What follows belongs to an exercise in optimizing a design on an open flow for small area, a short achievable clock period and few clock cycles per item; a production flow would make more cautious choices. The RTL was checked by simulation tests, not by an equivalence proof against the original design.

--- run.sh ---
#!/bin/bash
# synth_recipe.tcl (not shown) runs the flow's synth.tcl, then flattens the netlist and writes it again
# the make line also repeats each setting of config.mk as NAME=value (left out here)
make -C /OpenROAD-flow-scripts/flow DESIGN_CONFIG=/design/flow/config.mk WORK_HOME=/design/flow/orfs CLKGATE_MAP_FILE= SYNTH_SCRIPT=/design/flow/synth_recipe.tcl finish
--- config.mk ---
export PLATFORM = sky130hd
export DESIGN_NAME = Milestone1_convert
export DESIGN_NICKNAME = Milestone1_convert
export VERILOG_FILES = /design/flow/design.v
export SDC_FILE = /design/flow/constraint.sdc
export NUM_CORES = 4
export LEC_CHECK = 0
export CAP_MARGIN = 20
export CORE_MARGIN = 2
export CORE_UTILIZATION = 40
export SLEW_MARGIN = 20
--- constraint.sdc ---
create_clock -name core_clock -period 14.0 [get_ports {Clock}]
set_input_delay 2.8000 -clock core_clock [delete_from_list [all_inputs] [get_ports {Clock}]]
set_output_delay 2.8000 -clock core_clock [all_outputs]
set_load 0.01 [all_outputs]
--- design.v ---
typedef enum logic [3:0] {
	S_TOP_IDLE,
	S_TOP_ENABLE_UART_RX,
	S_TOP_WAIT_UART_RX,
	S_burst_read,
	S_M3_TOP_converting,
	S_M2_TOP_converting,
	S_M1_TOP_converting,
	S_VGA
} TOP_state_type;
typedef enum logic [1:0] {
	S_RXC_IDLE,
	S_RXC_SYNC,
	S_RXC_ASSEMBLE_DATA,
	S_RXC_STOP_BIT
} RX_Controller_state_type;
typedef enum logic [2:0] {
	S_US_IDLE,
	S_US_STRIP_FILE_HEADER_1,
	S_US_STRIP_FILE_HEADER_2,
	S_US_START_FIRST_BYTE_RECEIVE,
	S_US_WRITE_FIRST_BYTE,
	S_US_START_SECOND_BYTE_RECEIVE,
	S_US_WRITE_SECOND_BYTE
} UART_SRAM_state_type;
typedef enum logic [3:0] {
	S_VS_WAIT_NEW_PIXEL_ROW,
	S_VS_NEW_PIXEL_ROW_DELAY_1,
	S_VS_NEW_PIXEL_ROW_DELAY_2,
	S_VS_NEW_PIXEL_ROW_DELAY_3,
	S_VS_NEW_PIXEL_ROW_DELAY_4,
	S_VS_NEW_PIXEL_ROW_DELAY_5,
	S_VS_FETCH_PIXEL_DATA_0,
	S_VS_FETCH_PIXEL_DATA_1,
	S_VS_FETCH_PIXEL_DATA_2,
	S_VS_FETCH_PIXEL_DATA_3
} VGA_SRAM_state_type;
typedef enum logic [5:0] {
	S_M1_convert_IDLE,
	S_M1_convert_Leadin_0,
	S_M1_convert_Leadin_1,
	S_M1_convert_Leadin_2,
	S_M1_convert_Leadin_3,
	S_M1_convert_Leadin_4,
	S_M1_convert_Leadin_5,
	S_M1_convert_Leadin_6,
	S_M1_convert_Leadin_7,
	S_M1_convert_Leadin_8,
	S_M1_convert_Leadin_9,
	S_M1_convert_Leadin_10,
	S_M1_convert_CommonCase_0,
	S_M1_convert_CommonCase_1,
	S_M1_convert_CommonCase_2,
	S_M1_convert_CommonCase_3,
	S_M1_convert_CommonCase_4,
	S_M1_convert_CommonCase_5,
	S_M1_convert_CommonCase_6,
	S_M1_convert_CommonCase_7,
	S_M1_convert_CommonCase_8,
	S_M1_convert_CommonCase_9,
	S_M1_convert_CommonCase_10
} S_M1_convert_state_type;
typedef enum logic [3:0] {
	S_M2_Leadin_CQ,
	S_M2_Leadin_CT,
	S_M2_load_T1,
	S_M2_CommonCase_1,
	S_M2_load_S_prime1,
	S_M2_CommonCase_2,
	S_M2_Leadout_CS,
	S_M2_Leadout_WS,
	S_M2_convert_IDLE
} S_M2_state_type;
typedef enum logic [3:0] {
	S_M3_Leadin,
	S_M3_read_2_leadin,
	S_M3_00_R3W1,
	S_M3_00_R3W1_delay,
	S_M3_10_10_ZeroRun,
	S_M3_wait_Qb_update,
	S_M3_11_fillZero,
	S_M3_wait,
	S_M3_read,
	S_M3_convert_IDLE
} S_M3_state_type;
`timescale 1ns/100ps
`default_nettype none
module Milestone1_convert (
	input  logic          Clock,
    input  logic           Resetn,  
	input logic           Enable,
	input logic   [15:0]  SRAM_read_data,
	input logic           redo,
	output logic          SRAM_we_n,
	output logic  [17:0]  SRAM_address,
	output logic  [15:0]  SRAM_write_data,
	output logic          Finish
);
S_M1_convert_state_type S_M1_convert_state;
enum logic [2:0] {
	mode_normal_R,
	mode_normal_GB,
	mode_R_R_extra,
	mode_R_Y_extra,
	mode_extra_GB
} RGB_mode;
logic [17:0] SRAM_address_Y;
logic [17:0] SRAM_address_U;
logic [17:0] SRAM_address_V;
logic [17:0] SRAM_address_RGB;
logic[15:0] VGA_sram_data_Y;
logic[7:0] red_buffer,red_buffer_extra;
logic[7:0] blue_buffer;
logic signed [31:0] U_upsampled[3:0];
logic signed [31:0] V_upsampled[3:0];
logic signed [31:0] Y_upsampled[3:0];
logic [31:0] Y_temp,Y_temp_extra;
logic [7:0] Y_shift_reg[3:0];
logic [7:0] U_shift_reg[7:0];
logic [7:0] V_shift_reg[7:0];
logic multiplier_mode;
logic UV_mode;
logic quick_v_mode;
logic [17:0]end_of_row;
logic [8:0] row_nbr;
logic [17:0] pixel_nbr;
logic [7:0] R,R_extra;
logic [7:0] G;
logic [7:0] B;
logic [31:0] result;
logic [31:0] result_intermediate;
logic signed [63:0] M1_long,M2_long,M3_long;
logic signed [31:0] M1,M2,M3;
logic signed [31:0] oprand1,oprand2,oprand3,oprand4,oprand5,oprand6;
logic signed [31:0] Y_to_use,Y_extra_to_use;
logic signed [31:0] R_intermediate,R_extra_intermediate,G_intermediate,B_intermediate;
logic signed [31:0] R_signed,R_extra_signed,B_signed,G_signed;
assign
	M1_long = oprand1*oprand2,
	M2_long = oprand3*oprand4,
	M3_long = oprand5*oprand6,
	M1 = M1_long[31:0],
	M2 = M2_long[31:0],
	M3 = M3_long[31:0];
always_comb begin
	oprand1 = 32'd0;
	oprand2 = 32'd0;
	oprand3 = 32'd0;
	oprand4 = 32'd0;
	oprand5 = 32'd0;
	oprand6 = 32'd0;
	if (multiplier_mode == 1'b0) begin 
		case (RGB_mode)
		mode_normal_R: begin
			oprand1 = 32'd76284;
			oprand2 = Y_upsampled[0]-32'd16; 
			oprand3 = 32'd104595;
			oprand4 = V_upsampled[0]-32'd128;
			oprand5 = 32'd1; 
			oprand6 = 32'd1; 
		end
		mode_normal_GB: begin
			oprand1 = -32'd25624;
			oprand2 = U_upsampled[0]-32'd128;
			oprand3 = -32'd53281;
			oprand4 = V_upsampled[0]-32'd128;
			oprand5 = 32'd132251;
			oprand6 = U_upsampled[0]-32'd128;
		end
		mode_R_R_extra: begin
			oprand1 = 32'd76284;
			oprand2 = Y_upsampled[0]-32'd16; 
			oprand3 = 32'd104595;
			oprand4 = V_upsampled[0]-32'd128;
			oprand5 = 32'd104595; 
			oprand6 = V_upsampled[1]-32'd128; 
		end
		mode_R_Y_extra: begin
			oprand1 = 32'd76284;
			oprand2 = Y_upsampled[0]-32'd16; 
			oprand3 = 32'd104595;
			oprand4 = V_upsampled[0]-32'd128;
			oprand5 = 32'd76284; 
			oprand6 = Y_upsampled[2]-32'd16; 
		end
		mode_extra_GB: begin
			oprand1 = -32'd25624;
			oprand2 = U_upsampled[0]-32'd128;
			oprand3 = -32'd53281;
			oprand4 = V_upsampled[0]-32'd128;
			oprand5 = 32'd132251;
			oprand6 = U_upsampled[0]-32'd128;
		end
		endcase
	end else begin
		if (UV_mode == 1'b0) begin
			oprand1 = 32'd21;
			oprand2 = {24'd0,{U_shift_reg[0]}}+{24'd0,{U_shift_reg[5]}};
			oprand3 = -32'd52;
			oprand4 = {24'd0,{U_shift_reg[1]}}+{24'd0,{U_shift_reg[4]}};
			oprand5 = 32'd159;
			oprand6 = {24'd0,{U_shift_reg[2]}}+{24'd0,{U_shift_reg[3]}};
		end else begin
			oprand1 = 32'd21;
			oprand2 = {24'd0,{V_shift_reg[0]}}+{24'd0,{V_shift_reg[5]}};
			oprand3 = -32'd52;
			oprand4 = {24'd0,{V_shift_reg[1]}}+{24'd0,{V_shift_reg[4]}};
			oprand5 = 32'd159;
			oprand6 = {24'd0,{V_shift_reg[2]}}+{24'd0,{V_shift_reg[3]}};
		end
	end
	R_intermediate = 32'd0;
	R_extra_intermediate = 32'd0;
	G_intermediate = 32'd0;
	B_intermediate = 32'd0;
	result = 32'd0;
	result_intermediate = 32'd0;
	R = 8'd0;
	R_extra = 8'd0;
	G =  8'd0;
	B =  8'd0;
	R_signed = 32'd0;
	R_extra_signed = 32'd0;
	G_signed = 32'd0;
	B_signed = 32'd0;
	Y_to_use = 32'd0;
	Y_extra_to_use = 32'd0;
	if (multiplier_mode == 1'b0) begin
		case (RGB_mode)
		mode_normal_R: begin
			R_signed = M1 + M2;
			R_intermediate = {{16{R_signed[31]}},{R_signed[31:16]}};
			Y_to_use = M1; 
			R = ($signed(R_intermediate) < $signed('d0)) ? 8'd0 : (($signed(R_intermediate) > $signed('d255)) ? 8'd255 : R_intermediate[7:0]);
		end
		mode_normal_GB: begin
			G_signed = (Y_temp + M1 + M2);
			G_intermediate = {{16{G_signed[31]}},{G_signed[31:16]}};
			G = ($signed(G_intermediate) < $signed('d0)) ? 8'd0 : (($signed(G_intermediate) > $signed('d255)) ? 8'd255 : G_intermediate[7:0]);
			B_signed = (Y_temp + M3);
			B_intermediate = {{16{B_signed[31]}},{B_signed[31:16]}};
			B = ($signed(B_intermediate) < $signed('d0)) ? 8'd0 : (($signed(B_intermediate) > $signed('d255)) ? 8'd255 : B_intermediate[7:0]);
		end
		mode_R_R_extra: begin
			R_signed = M1 + M2;
			R_intermediate = {{16{R_signed[31]}},{R_signed[31:16]}};
			Y_to_use = M1; 
			R = ($signed(R_intermediate) < $signed('d0)) ? 8'd0 : (($signed(R_intermediate) > $signed('d255)) ? 8'd255 : R_intermediate[7:0]);
			R_extra_signed = Y_temp_extra + M3; 
			R_extra_intermediate = {{16{R_extra_signed[31]}},{R_extra_signed[31:16]}};
			R_extra = ($signed(R_extra_intermediate) < $signed('d0)) ? 8'd0 : (($signed(R_extra_intermediate) > $signed('d255)) ? 8'd255 : R_extra_intermediate[7:0]);
		end
		mode_R_Y_extra: begin
			R_signed = M1 + M2;
			R_intermediate = {{16{R_signed[31]}},{R_signed[31:16]}};
			Y_to_use = M1; 
			Y_extra_to_use = M3; 
			R = ($signed(R_intermediate) < $signed('d0)) ? 8'd0 : (($signed(R_intermediate) > $signed('d255)) ? 8'd255 : R_intermediate[7:0]);
		end
		mode_extra_GB: begin
			G_signed = (Y_temp_extra + M1 + M2);
			G_intermediate = {{16{G_signed[31]}},{G_signed[31:16]}};
			G = ($signed(G_intermediate) < $signed('d0)) ? 8'd0 : (($signed(G_intermediate) > $signed('d255)) ? 8'd255 : G_intermediate[7:0]);
			B_signed = (Y_temp_extra + M3);
			B_intermediate = {{16{B_signed[31]}},{B_signed[31:16]}};
			B = ($signed(B_intermediate) < $signed('d0)) ? 8'd0 : (($signed(B_intermediate) > $signed('d255)) ? 8'd255 : B_intermediate[7:0]);
		end
		endcase
	end else begin
		result_intermediate = M1+M2+M3+32'd128;
		result = {{8{result_intermediate[31]}},{result_intermediate[31:8]}};
	end
end	
always_ff @ (posedge Clock or negedge Resetn) begin
	if (Resetn == 1'b0) begin
		S_M1_convert_state <= S_M1_convert_IDLE;
		SRAM_we_n <= 1'b1;
		SRAM_address <= 18'd0;
		SRAM_address_Y <= 18'd0;
		SRAM_address_U <= 18'd38400;
		SRAM_address_V <= 18'd57600;
		SRAM_address_RGB <= 18'd146944;
		Y_upsampled[0] <= 32'd0;
		Y_upsampled[1] <= 32'd0;
		Y_upsampled[2] <= 32'd0;
		Y_upsampled[3] <= 32'd0;
		U_upsampled[0] <= 32'd0;
		U_upsampled[1] <= 32'd0;
		U_upsampled[2] <= 32'd0;
		U_upsampled[3] <= 32'd0;
		V_upsampled[0] <= 32'd0;
		V_upsampled[1] <= 32'd0;
		V_upsampled[2] <= 32'd0;
		V_upsampled[3] <= 32'd0;
		Y_shift_reg[0] <= 8'd0;
		Y_shift_reg[1] <= 8'd0;
		Y_shift_reg[2] <= 8'd0;
		Y_shift_reg[3] <= 8'd0;
		U_shift_reg[0] <= 8'd0;
		U_shift_reg[1] <= 8'd0;
		U_shift_reg[2] <= 8'd0;
		U_shift_reg[3] <= 8'd0;
		U_shift_reg[4] <= 8'd0;
		U_shift_reg[5] <= 8'd0;
		U_shift_reg[6] <= 8'd0;
		U_shift_reg[7] <= 8'd0;
		V_shift_reg[0] <= 8'd0;
		V_shift_reg[1] <= 8'd0;
		V_shift_reg[2] <= 8'd0;
		V_shift_reg[3] <= 8'd0;
		V_shift_reg[4] <= 8'd0;
		V_shift_reg[5] <= 8'd0;
		V_shift_reg[6] <= 8'd0;
		V_shift_reg[7] <= 8'd0;
		multiplier_mode <= 1'b0;
		RGB_mode <= mode_normal_R;
		UV_mode <= 1'b0;
		Finish <= 1'b0;
		red_buffer <= 8'd0;
		red_buffer_extra <= 8'd0;
		blue_buffer <= 8'd0;
		end_of_row <= 18'd318; 
		SRAM_write_data <= 16'd0;
		row_nbr <= 9'd0;
		pixel_nbr <= 18'd0;
	end else begin
		case (S_M1_convert_state)
		S_M1_convert_IDLE: begin
			SRAM_we_n <= 1'b1;
			if (Finish == 1'b1) begin
				SRAM_we_n <= 1'b1; 
				if (redo == 1'b1) begin
					Finish <= 1'b0;
					SRAM_we_n <= 1'b1;
					SRAM_address <= 18'd0;
					SRAM_address_Y <= 18'd0;
					SRAM_address_U <= 18'd38400;
					SRAM_address_V <= 18'd57600;
					SRAM_address_RGB <= 18'd146944;
					multiplier_mode <= 1'b0;
					RGB_mode <= mode_normal_R;
					UV_mode <= 1'b0;
					red_buffer <= 8'd0;
					red_buffer_extra <= 8'd0;
					blue_buffer <= 8'd0;
					end_of_row <= 18'd318; 
					SRAM_write_data <= 16'd0;
					row_nbr <= 9'd0;
					pixel_nbr <= 18'd0;
				end
			end else begin
				if (Enable == 1'b1) begin
					S_M1_convert_state <= S_M1_convert_Leadin_0;
				end
			end
		end
		S_M1_convert_Leadin_0: begin
			SRAM_address <= SRAM_address_Y;
			SRAM_address_Y <= 18'd1 + SRAM_address_Y;
			SRAM_we_n <= 1'b1; 
			S_M1_convert_state <= S_M1_convert_Leadin_1;
		end
		S_M1_convert_Leadin_1: begin
			SRAM_address <= SRAM_address_U;
			SRAM_address_U <= 18'd1 + SRAM_address_U;
			SRAM_we_n <= 1'b1; 
			S_M1_convert_state <= S_M1_convert_Leadin_2;
		end
		S_M1_convert_Leadin_2: begin
			SRAM_address <= SRAM_address_V;
			SRAM_address_V <= 18'd1 + SRAM_address_V;
			SRAM_we_n <= 1'b1; 
			S_M1_convert_state <= S_M1_convert_Leadin_3;
		end
		S_M1_convert_Leadin_3: begin
			SRAM_address <= SRAM_address_U;
			SRAM_address_U <= 18'd1 + SRAM_address_U;
			SRAM_we_n <= 1'b1; 
			Y_shift_reg[0] <= SRAM_read_data[15:8];
			Y_shift_reg[1] <= SRAM_read_data[7:0];
			S_M1_convert_state <= S_M1_convert_Leadin_4;
		end
		S_M1_convert_Leadin_4: begin
			SRAM_address <= SRAM_address_V;
			SRAM_address_V <= 18'd1 + SRAM_address_V;
			SRAM_we_n <= 1'b1; 
			U_shift_reg[3] <= SRAM_read_data[7:0]; 
			U_shift_reg[2] <= SRAM_read_data[15:8];
			U_shift_reg[1] <= SRAM_read_data[15:8];
			U_shift_reg[0] <= SRAM_read_data[15:8];
			S_M1_convert_state <= S_M1_convert_Leadin_5;
		end
		S_M1_convert_Leadin_5: begin
			SRAM_address <= SRAM_address_Y;
			SRAM_address_Y <= 18'd1 + SRAM_address_Y;
			SRAM_we_n <= 1'b1; 
			V_shift_reg[3] <= SRAM_read_data[7:0]; 
			V_shift_reg[2] <= SRAM_read_data[15:8];
			V_shift_reg[1] <= SRAM_read_data[15:8];
			V_shift_reg[0] <= SRAM_read_data[15:8];
			S_M1_convert_state <= S_M1_convert_Leadin_6;
		end
		S_M1_convert_Leadin_6: begin
			SRAM_address <= SRAM_address_U;
			SRAM_address_U <= 18'd1 + SRAM_address_U;
			SRAM_we_n <= 1'b1; 
			U_shift_reg[4] <= SRAM_read_data[15:8]; 
			U_shift_reg[5] <= SRAM_read_data[7:0];
			S_M1_convert_state <= S_M1_convert_Leadin_7;
		end
		S_M1_convert_Leadin_7: begin
			SRAM_address <= SRAM_address_V;
			SRAM_address_V <= 18'd1 + SRAM_address_V;
			SRAM_we_n <= 1'b1; 
			V_shift_reg[5] <= SRAM_read_data[7:0];
			V_shift_reg[4] <= SRAM_read_data[15:8]; 
			S_M1_convert_state <= S_M1_convert_Leadin_8;
		end
		S_M1_convert_Leadin_8: begin
			Y_shift_reg[2] <= SRAM_read_data[15:8];
			Y_shift_reg[3] <= SRAM_read_data[7:0];
			S_M1_convert_state <= S_M1_convert_Leadin_9;
		end
		S_M1_convert_Leadin_9: begin
			U_shift_reg[6] <= SRAM_read_data[15:8];
			U_shift_reg[7] <= SRAM_read_data[7:0];
			S_M1_convert_state <= S_M1_convert_Leadin_10;
		end
		S_M1_convert_Leadin_10: begin
			Y_upsampled[0] <= {24'd0,Y_shift_reg[0]};
			Y_upsampled[1] <= {24'd0,Y_shift_reg[1]};
			Y_upsampled[2] <= {24'd0,Y_shift_reg[2]};
			Y_upsampled[3] <= {24'd0,Y_shift_reg[3]};
			V_shift_reg[6] <= SRAM_read_data[15:8];
			V_shift_reg[7] <= SRAM_read_data[7:0];
			S_M1_convert_state <= S_M1_convert_CommonCase_0;
			multiplier_mode <= 1'b1;
			UV_mode <= 1'b0;
		end
		S_M1_convert_CommonCase_0: begin
			SRAM_address <= SRAM_address_U;
			SRAM_address_U <= 18'd1 + SRAM_address_U;
			SRAM_we_n <= 1'b1; 
			U_shift_reg[0] <= U_shift_reg[1];
			U_shift_reg[1] <= U_shift_reg[2];
			U_shift_reg[2] <= U_shift_reg[3];
			U_shift_reg[3] <= U_shift_reg[4];
			U_shift_reg[4] <= U_shift_reg[5];
			U_shift_reg[5] <= U_shift_reg[6];
			U_shift_reg[6] <= U_shift_reg[7];
			U_upsampled[1] <= result;
			U_upsampled[0] <= U_shift_reg[2];
			S_M1_convert_state <= S_M1_convert_CommonCase_1;
			UV_mode <= 1'b1;
		end
		S_M1_convert_CommonCase_1: begin
			SRAM_address <= SRAM_address_V;
			SRAM_address_V <= 18'd1 + SRAM_address_V;
			SRAM_we_n <= 1'b1; 
			V_shift_reg[0] <= V_shift_reg[1];
			V_shift_reg[1] <= V_shift_reg[2];
			V_shift_reg[2] <= V_shift_reg[3];
			V_shift_reg[3] <= V_shift_reg[4];
			V_shift_reg[4] <= V_shift_reg[5];
			V_shift_reg[5] <= V_shift_reg[6];
			V_shift_reg[6] <= V_shift_reg[7];
			V_upsampled[1] <= result;
			V_upsampled[0] <= V_shift_reg[2];
			S_M1_convert_state <= S_M1_convert_CommonCase_2;
			UV_mode <= 1'b0;
		end
		S_M1_convert_CommonCase_2: begin
			SRAM_address <= SRAM_address_Y;
			SRAM_address_Y <= 18'd1 + SRAM_address_Y;
			SRAM_we_n <= 1'b1; 
			U_shift_reg[0] <= U_shift_reg[1];
			U_shift_reg[1] <= U_shift_reg[2];
			U_shift_reg[2] <= U_shift_reg[3];
			U_shift_reg[3] <= U_shift_reg[4];
			U_shift_reg[4] <= U_shift_reg[5];
			U_shift_reg[5] <= U_shift_reg[6];
			U_upsampled[3] <= result;
			U_upsampled[2] <= U_shift_reg[2];
			S_M1_convert_state <= S_M1_convert_CommonCase_3;
			UV_mode <= 1'b1;
		end
		S_M1_convert_CommonCase_3: begin
			SRAM_address <= SRAM_address_Y;
			SRAM_address_Y <= 18'd1 + SRAM_address_Y;
			SRAM_we_n <= 1'b1; 
			U_shift_reg[6] <= SRAM_read_data[15:8];
			U_shift_reg[7] <= SRAM_read_data[7:0];
			V_shift_reg[0] <= V_shift_reg[1];
			V_shift_reg[1] <= V_shift_reg[2];
			V_shift_reg[2] <= V_shift_reg[3];
			V_shift_reg[3] <= V_shift_reg[4];
			V_shift_reg[4] <= V_shift_reg[5];
			V_shift_reg[5] <= V_shift_reg[6];
			V_upsampled[3] <= result;
			V_upsampled[2] <= V_shift_reg[2];
			S_M1_convert_state <= S_M1_convert_CommonCase_4;
			multiplier_mode <= 1'b0;
			RGB_mode <= mode_R_Y_extra;
		end
		S_M1_convert_CommonCase_4: begin	
			V_shift_reg[6] <= SRAM_read_data[15:8];
			V_shift_reg[7] <= SRAM_read_data[7:0];
			red_buffer <= R;
			Y_temp <= Y_to_use;
			Y_temp_extra <= Y_extra_to_use;
			S_M1_convert_state <= S_M1_convert_CommonCase_5;
			RGB_mode <= mode_normal_GB;
		end
		S_M1_convert_CommonCase_5: begin
			SRAM_address <= SRAM_address_RGB;
			SRAM_address_RGB <= 18'd1 + SRAM_address_RGB;
			SRAM_we_n <= 1'b0; 
			SRAM_write_data <= {red_buffer,G};
			blue_buffer <= B;
			Y_shift_reg[0] <= SRAM_read_data[15:8];
			Y_shift_reg[1] <= SRAM_read_data[7:0];
			Y_upsampled[0] <= Y_upsampled[1];
			Y_upsampled[1] <= Y_upsampled[2];
			Y_upsampled[2] <= Y_upsampled[3];
			U_upsampled[0] <= U_upsampled[1];
			U_upsampled[1] <= U_upsampled[2];
			U_upsampled[2] <= U_upsampled[3];
			V_upsampled[0] <= V_upsampled[1];
			V_upsampled[1] <= V_upsampled[2];
			V_upsampled[2] <= V_upsampled[3];
			S_M1_convert_state <= S_M1_convert_CommonCase_6;
			RGB_mode <= mode_R_R_extra;
		end
		S_M1_convert_CommonCase_6: begin
			SRAM_address <= SRAM_address_RGB;
			SRAM_address_RGB <= 18'd1 + SRAM_address_RGB;
			SRAM_we_n <= 1'b0; 
			SRAM_write_data <= {blue_buffer,R};
			Y_shift_reg[2] <= SRAM_read_data[15:8];
			Y_shift_reg[3] <= SRAM_read_data[7:0];
			pixel_nbr <= pixel_nbr + 18'd1;
			Y_temp <= Y_to_use;
			red_buffer_extra <= R_extra;
			S_M1_convert_state <= S_M1_convert_CommonCase_7;
			RGB_mode <= mode_normal_GB;
		end
		S_M1_convert_CommonCase_7: begin
			SRAM_address <= SRAM_address_RGB;
			SRAM_address_RGB <= 18'd1 + SRAM_address_RGB;
			SRAM_we_n <= 1'b0; 
			SRAM_write_data <= {G,B};
			pixel_nbr <= pixel_nbr + 18'd1;
			Y_upsampled[0] <= Y_upsampled[1];
			Y_upsampled[1] <= Y_upsampled[2];
			U_upsampled[0] <= U_upsampled[1];
			U_upsampled[1] <= U_upsampled[2];
			V_upsampled[0] <= V_upsampled[1];
			V_upsampled[1] <= V_upsampled[2];
			S_M1_convert_state <= S_M1_convert_CommonCase_8;
			RGB_mode <= mode_extra_GB;
		end
		S_M1_convert_CommonCase_8: begin
			SRAM_address <= SRAM_address_RGB;
			SRAM_address_RGB <= 18'd1 + SRAM_address_RGB;
			SRAM_we_n <= 1'b0; 
			SRAM_write_data <= {red_buffer_extra,G};
			blue_buffer <= B;
			Y_upsampled[0] <= Y_upsampled[1];
			U_upsampled[0] <= U_upsampled[1];
			V_upsampled[0] <= V_upsampled[1];
			S_M1_convert_state <= S_M1_convert_CommonCase_9;
			RGB_mode <= mode_normal_R;
		end
		S_M1_convert_CommonCase_9: begin
			SRAM_address <= SRAM_address_RGB;
			SRAM_address_RGB <= 18'd1 + SRAM_address_RGB;
			SRAM_we_n <= 1'b0; 
			SRAM_write_data <= {blue_buffer,R};
			Y_temp <= Y_to_use;
			pixel_nbr <= pixel_nbr + 18'd1;
			S_M1_convert_state <= S_M1_convert_CommonCase_10;
			RGB_mode <= mode_normal_GB;
		end
		S_M1_convert_CommonCase_10: begin
			if (pixel_nbr < end_of_row) begin
				if (pixel_nbr < end_of_row - 18'd8) begin
					SRAM_address <= SRAM_address_RGB;
					SRAM_address_RGB <= 18'd1 + SRAM_address_RGB;
					SRAM_we_n <= 1'b0; 
					SRAM_write_data <= {G,B};
					pixel_nbr <= pixel_nbr + 18'd1;
					Y_upsampled[0] <= {24'd0,Y_shift_reg[0]};
					Y_upsampled[1] <= {24'd0,Y_shift_reg[1]};
					Y_upsampled[2] <= {24'd0,Y_shift_reg[2]};
					Y_upsampled[3] <= {24'd0,Y_shift_reg[3]};
					S_M1_convert_state <= S_M1_convert_CommonCase_0;
					multiplier_mode <= 1'b1;
					UV_mode <= 1'b0;	
				end else begin
					SRAM_address <= SRAM_address_RGB;
					SRAM_address_RGB <= 18'd1 + SRAM_address_RGB;
					SRAM_we_n <= 1'b0; 
					SRAM_write_data <= {G,B};
					pixel_nbr <= pixel_nbr + 18'd1;
					Y_upsampled[0] <= {24'd0,Y_shift_reg[0]};
					Y_upsampled[1] <= {24'd0,Y_shift_reg[1]};
					Y_upsampled[2] <= {24'd0,Y_shift_reg[2]};
					Y_upsampled[3] <= {24'd0,Y_shift_reg[3]};
					U_shift_reg[6] <= U_shift_reg[5];
					U_shift_reg[7] <= U_shift_reg[5];
					V_shift_reg[6] <= V_shift_reg[5];
					V_shift_reg[7] <= V_shift_reg[5];
					S_M1_convert_state <= S_M1_convert_CommonCase_0;
					multiplier_mode <= 1'b1;
					UV_mode <= 1'b0;
				end
			end else begin
				SRAM_address_Y <= SRAM_address_Y - 18'd2;
				SRAM_address_U <= SRAM_address_U - 18'd3;
				SRAM_address_V <= SRAM_address_V - 18'd3;
				row_nbr <= row_nbr + 9'd1;
				SRAM_address <= SRAM_address_RGB;
				SRAM_address_RGB <= 18'd1 + SRAM_address_RGB;
				SRAM_we_n <= 1'b0; 
				SRAM_write_data <= {G,B};
				pixel_nbr <= pixel_nbr + 18'd1;
				if (SRAM_address_Y < 17'd38399) begin
					S_M1_convert_state <= S_M1_convert_Leadin_0;
					end_of_row <= end_of_row + 18'd320;
				end else begin
					SRAM_address <= SRAM_address_RGB;
					SRAM_we_n <= 1'b0; 
					SRAM_write_data <= {G,B};
					Finish <= 1'b1;
					S_M1_convert_state <= S_M1_convert_IDLE;
				end
			end
		end
		default: S_M1_convert_state <= S_M1_convert_IDLE;
		endcase
	end
end
endmodule
==> run notes <==
-- area by class of cell --
| cell class | instances | area share (%) |
|---|---|---|
| sequential | 621 | 18.9 |
| inverter | 1600 | 7.16 |
| tap | 2511 | 3.74 |
| clock buffer | 113 | 2.59 |
| antenna | 6 | 0.0179 |
| timing repair buffer | 255 | 2.48 |
| multi-input combinational | 5908 | 64.6 |
| clock inverter | 27 | 0.508 |
-- worst max-delay path, delay by kind of cell, from the launching register on --
family / cells / cell delay, ns
AND/OR/NAND/NOR: 5 / 1.25
flip-flops: 1 / 0.41
AO/OA/AOI/OAI: 23 / 4.65
XOR/XNOR: 3 / 1.07
buffers and inverters: 7 / 0.38
adder cells (fa/ha/maj): 12 / 5.53
-- placed cells by master (no fill, tap or decap), types with 49 or more instances in the layout --
cell	synthesis	routed
fa_1	1023	1023
mux2i_1	82	82
nor3_1	112	107
nand2b_1	54	54
o22ai_1	50	49
inv_1	1597	1596
xnor2_1	253	251
a21o_1	102	102
clkbuf_16	0	76
nor2_1	580	572
mux2_2	59	59
a22oi_1	88	88
a31oi_1	95	94
xor2_1	103	103
and2_1	67	67
nand3_1	137	133
o21a_1	56	56
a21oi_1	399	398
buf_4	0	198
ha_1	798	798
clkdlybuf4s50_1	0	54
o21ai_0	334	334
dfrtp_1	540	538
nand2_1	832	830
edfxtp_1	64	64
-- synth_stat cells (all sizes together), types with 56 or more instances --
master     n
nand3    137
xnor2    255
clkbuf   220
fa      1023
mux2i     82
dfrtp    540
a31oi     95
inv     1598
a22oi     88
o21a      56
nand2    833
mux2      59
ha       798
and2      67
a21oi    402
edfxtp    64
a21o     102
nor2     580
nor3     112
o21ai    346
xor2     103
-- kinds of logic (layout without fill, tap and decap cells) --
logic type | after synthesis | count (layout) | synth area share (%)
compound gates | 1478 | 1478 | 12.3
other cells | 2 | 39 | 0.00978
fa+ha+maj | 1822 | 1822 | 39.7
flops | 621 | 621 | 20.7
mux | 141 | 141 | 1.93
simple gates | 2069 | 2069 | 12.0
buf+inv | 1853 | 1995 | 9.08
xor+xnor | 365 | 365 | 4.31
-- how the worst min path moves through the flow --
stage	slack [ns]	end	startpoint
global placement	0.46	blue_buffer[0]$_DFFE_PN0P_	blue_buffer[0]$_DFFE_PN0P_
CTS	0.44	V_upsampled[1][19]$_DFFE_PN0P_	V_upsampled[2][19]$_DFFE_PN0P_
global route	0.48	U_upsampled[0][18]$_DFFE_PN0P_	U_upsampled[1][18]$_DFFE_PN0P_
detailed placement	0.46	U_upsampled[0][13]$_DFFE_PN0P_	U_upsampled[1][13]$_DFFE_PN0P_
floorplan	0.44	U_upsampled[0][10]$_DFFE_PN0P_	U_upsampled[1][10]$_DFFE_PN0P_
finish	0.45	U_upsampled[0][18]$_DFFE_PN0P_	U_upsampled[1][18]$_DFFE_PN0P_
-- metrics by stage --
stage          setup slack, ns  cells  util (%)  area [um2]
2_1_floorplan             2.31   8382         -       76900
3_3_place_gp             0.613  10900      42.7       81300
3_5_place_dp             0.575  10900      42.7       81300
4_1_cts                  0.558  11000      44.0       83900
5_1_grt                0.00611  11000      44.1       83900
6_report                 0.564  11000      44.1       83900
-- per-layer routing --
metal	GRT usage [%]	up-vias
met3	4.58	454
met5	0	-
li1	-	27400
met2	42.3	2335
met1	37.5	30400
met4	10.7	14
==> out/results.tsv <==
stage	metric	value	unit
status	outcome	no timing/DRC/antenna violations	
setup_path	worst r2r path cells	50	
floorplanning	Die X	442	um
yosys	Main synth FF type	dfrtp_1	
sta	Hold Slack	0.446	ns
detailed_routing	drt first pass iters	9	
yosys	#FFs+latches synth	621	
setup_path	CP Max Fanout	7	
worst_hold_path	worst hold path class	reg -> reg	
setup_path	Crit. End Element	register	
sta	Finish-stage setup viols	0	
finish	Fill cells	18500	
setup_path	Critical Path Start Type	register	
setup_path	reg2reg setup slack	0.56	ns
global_routing	first-pass GRT wire length	398000	um
finish	Multi-input gate area	0.0542	mm2
yosys	yosys warns	7	
detailed_routing	via count	60600	
setup_path	worst flop-to-flop path startpoint	U_shift_reg[1][1]$_DFFE_PN0P_	
detailed_routing	Highest Signal Layer	met5	
detailed_routing	M1 wire length	116000	um
global_routing	GRT Total Usage	27.1	%
finish	register area	0.0159	mm2
global_routing	grt ovf	0	
yosys	Netlist cell types	93	
sta	Clock Skew	0.0791	ns
floorplanning	Row Count	160	
cts	Max clock buf depth	3	
detailed_routing	Routed WL	267000	um
setup_path	WS Path Type	reg -> reg	
global_routing	vias in the first global route	61800	
setup_path	CP startpoint	U_shift_reg[1][1]$_DFFE_PN0P_	
detailed_routing	vias per inst	5.49	
finish	share of cells above drive strength 1	5.65	%
cts	clock sink count	621	
detailed_routing	wire per inst	24.2	um
placement	PortBufs	55	
detailed_routing	met2 wire length	119000	um
yosys	Async S/R FF share, synth	89.7	%
cts	CTS tree	yes	
detailed_routing	met3 routed WL	20000	um
placement	hpwl dp	219000	um
yosys	Post-Syn Instances	8351	
cts	worst skew pair latency	0.73	ns
worst_hold_path	Cells on Worst Hold Path	2	
sta	minimum clock period	13.44	ns
setup_path	slowest CP cell	o21ai_0	
setup_path	largest stage delay on the critical path	0.66	ns
sta	Final Max Tran Viols	0	
setup_path	Required @ worst endpoint	14.60	ns
placement	GP Congestion	1.02	
sta	Tcrit/Tclk final	96.0	%
sta	setup_tns	0	ns
floorplanning	Die Height	442	um
sta	slew of the pin with the lowest slew margin	1.24	ns
floorplanning	die area	0.195	mm2
yosys	Seq/Total Area, Yosys	20.7	%
yosys	Synth area leader	fa_1	
cts	Reg clk slew, reported paths	0.06	ns
finish	final net count	10300	
finish	Largest regs	U_upsampled (96), V_upsampled (96)	
cts	H-tree levels	3	
job	MaxCap Viol Count	0	
finish	Synth-to-Final Area Change	9.32	%
cts	CTS buffer count	76	
yosys	Yosys top cell area share	26.7	%
sta	Rel. slew slack	16.9	%
floorplanning	initial core utilization	40.3	%
detailed_routing	DRC	0	
cts	Root Buffer	clkbuf_16	
cts	PostCTS Resize Cnt	0	
detailed_routing	Iter 0 DRT Violations	5706	
cts	setup repair bufs after CTS	0	
yosys	EDFF count, synth	64	
setup_path	Worst R2R End	SRAM_write_data[3]$_DFFE_PN0P_	
yosys	Synth Cell Area	0.0768	mm2
setup_path	Worst EP arrival	14.04	ns
global_routing	largest net degree at the start of global routing	133	
global_routing	initial antenna violation count	16	
sta	FMAX	74.4	MHz
detailed_routing	Final ANT Viol Nets	0	
sta	endpoints failing hold	0	
floorplanning	Core ar.	0.190	mm2
sta	RSZ-0062 raised after global routing	false	
yosys	ranking of synthesized cells by area	fa_1 27%, dfrtp_1 18%, ha_1 13%, inv_1 7.8%, nand2_1 4.1%	
floorplanning	io pins	56	
yosys	syn_area_per_cell	9.19	um2
cts	hold_buf cts	0	
setup_path	CP endpoint	SRAM_write_data[3]$_DFFE_PN0P_	
Testbench counts, summed over its fixed seeds: cycles 1,710,736, frames 8.

re-timing with driven ports:
The results above use ideal ports. As a check the final layout listed here was re-extracted and re-timed, cells and wires unchanged.
Step 1 assumes that a clkbuf_16 drives the clock port and a buf_2 every other input.
Step 2 times the ports against the registers' clock, not the clock port: input delays grow and output delays shrink by t, the midpoint of the rising clock arrivals with the driver on.
Slacks: ideal ports / drivers / drivers and shift; pairs: ideal ports / drivers.
t, ns: 0.772
setup WS [ns]: 0.564 / 0.564 / 0.564
worst hold slack (ns): 0.446 / 0.446 / 0.446
worst slew at a driven data input, ns: 0.08
After both steps setup and hold are still met in this run. The setup slack of this run moves by 0.000 ns with the drivers and by 0.000 ns with both steps.
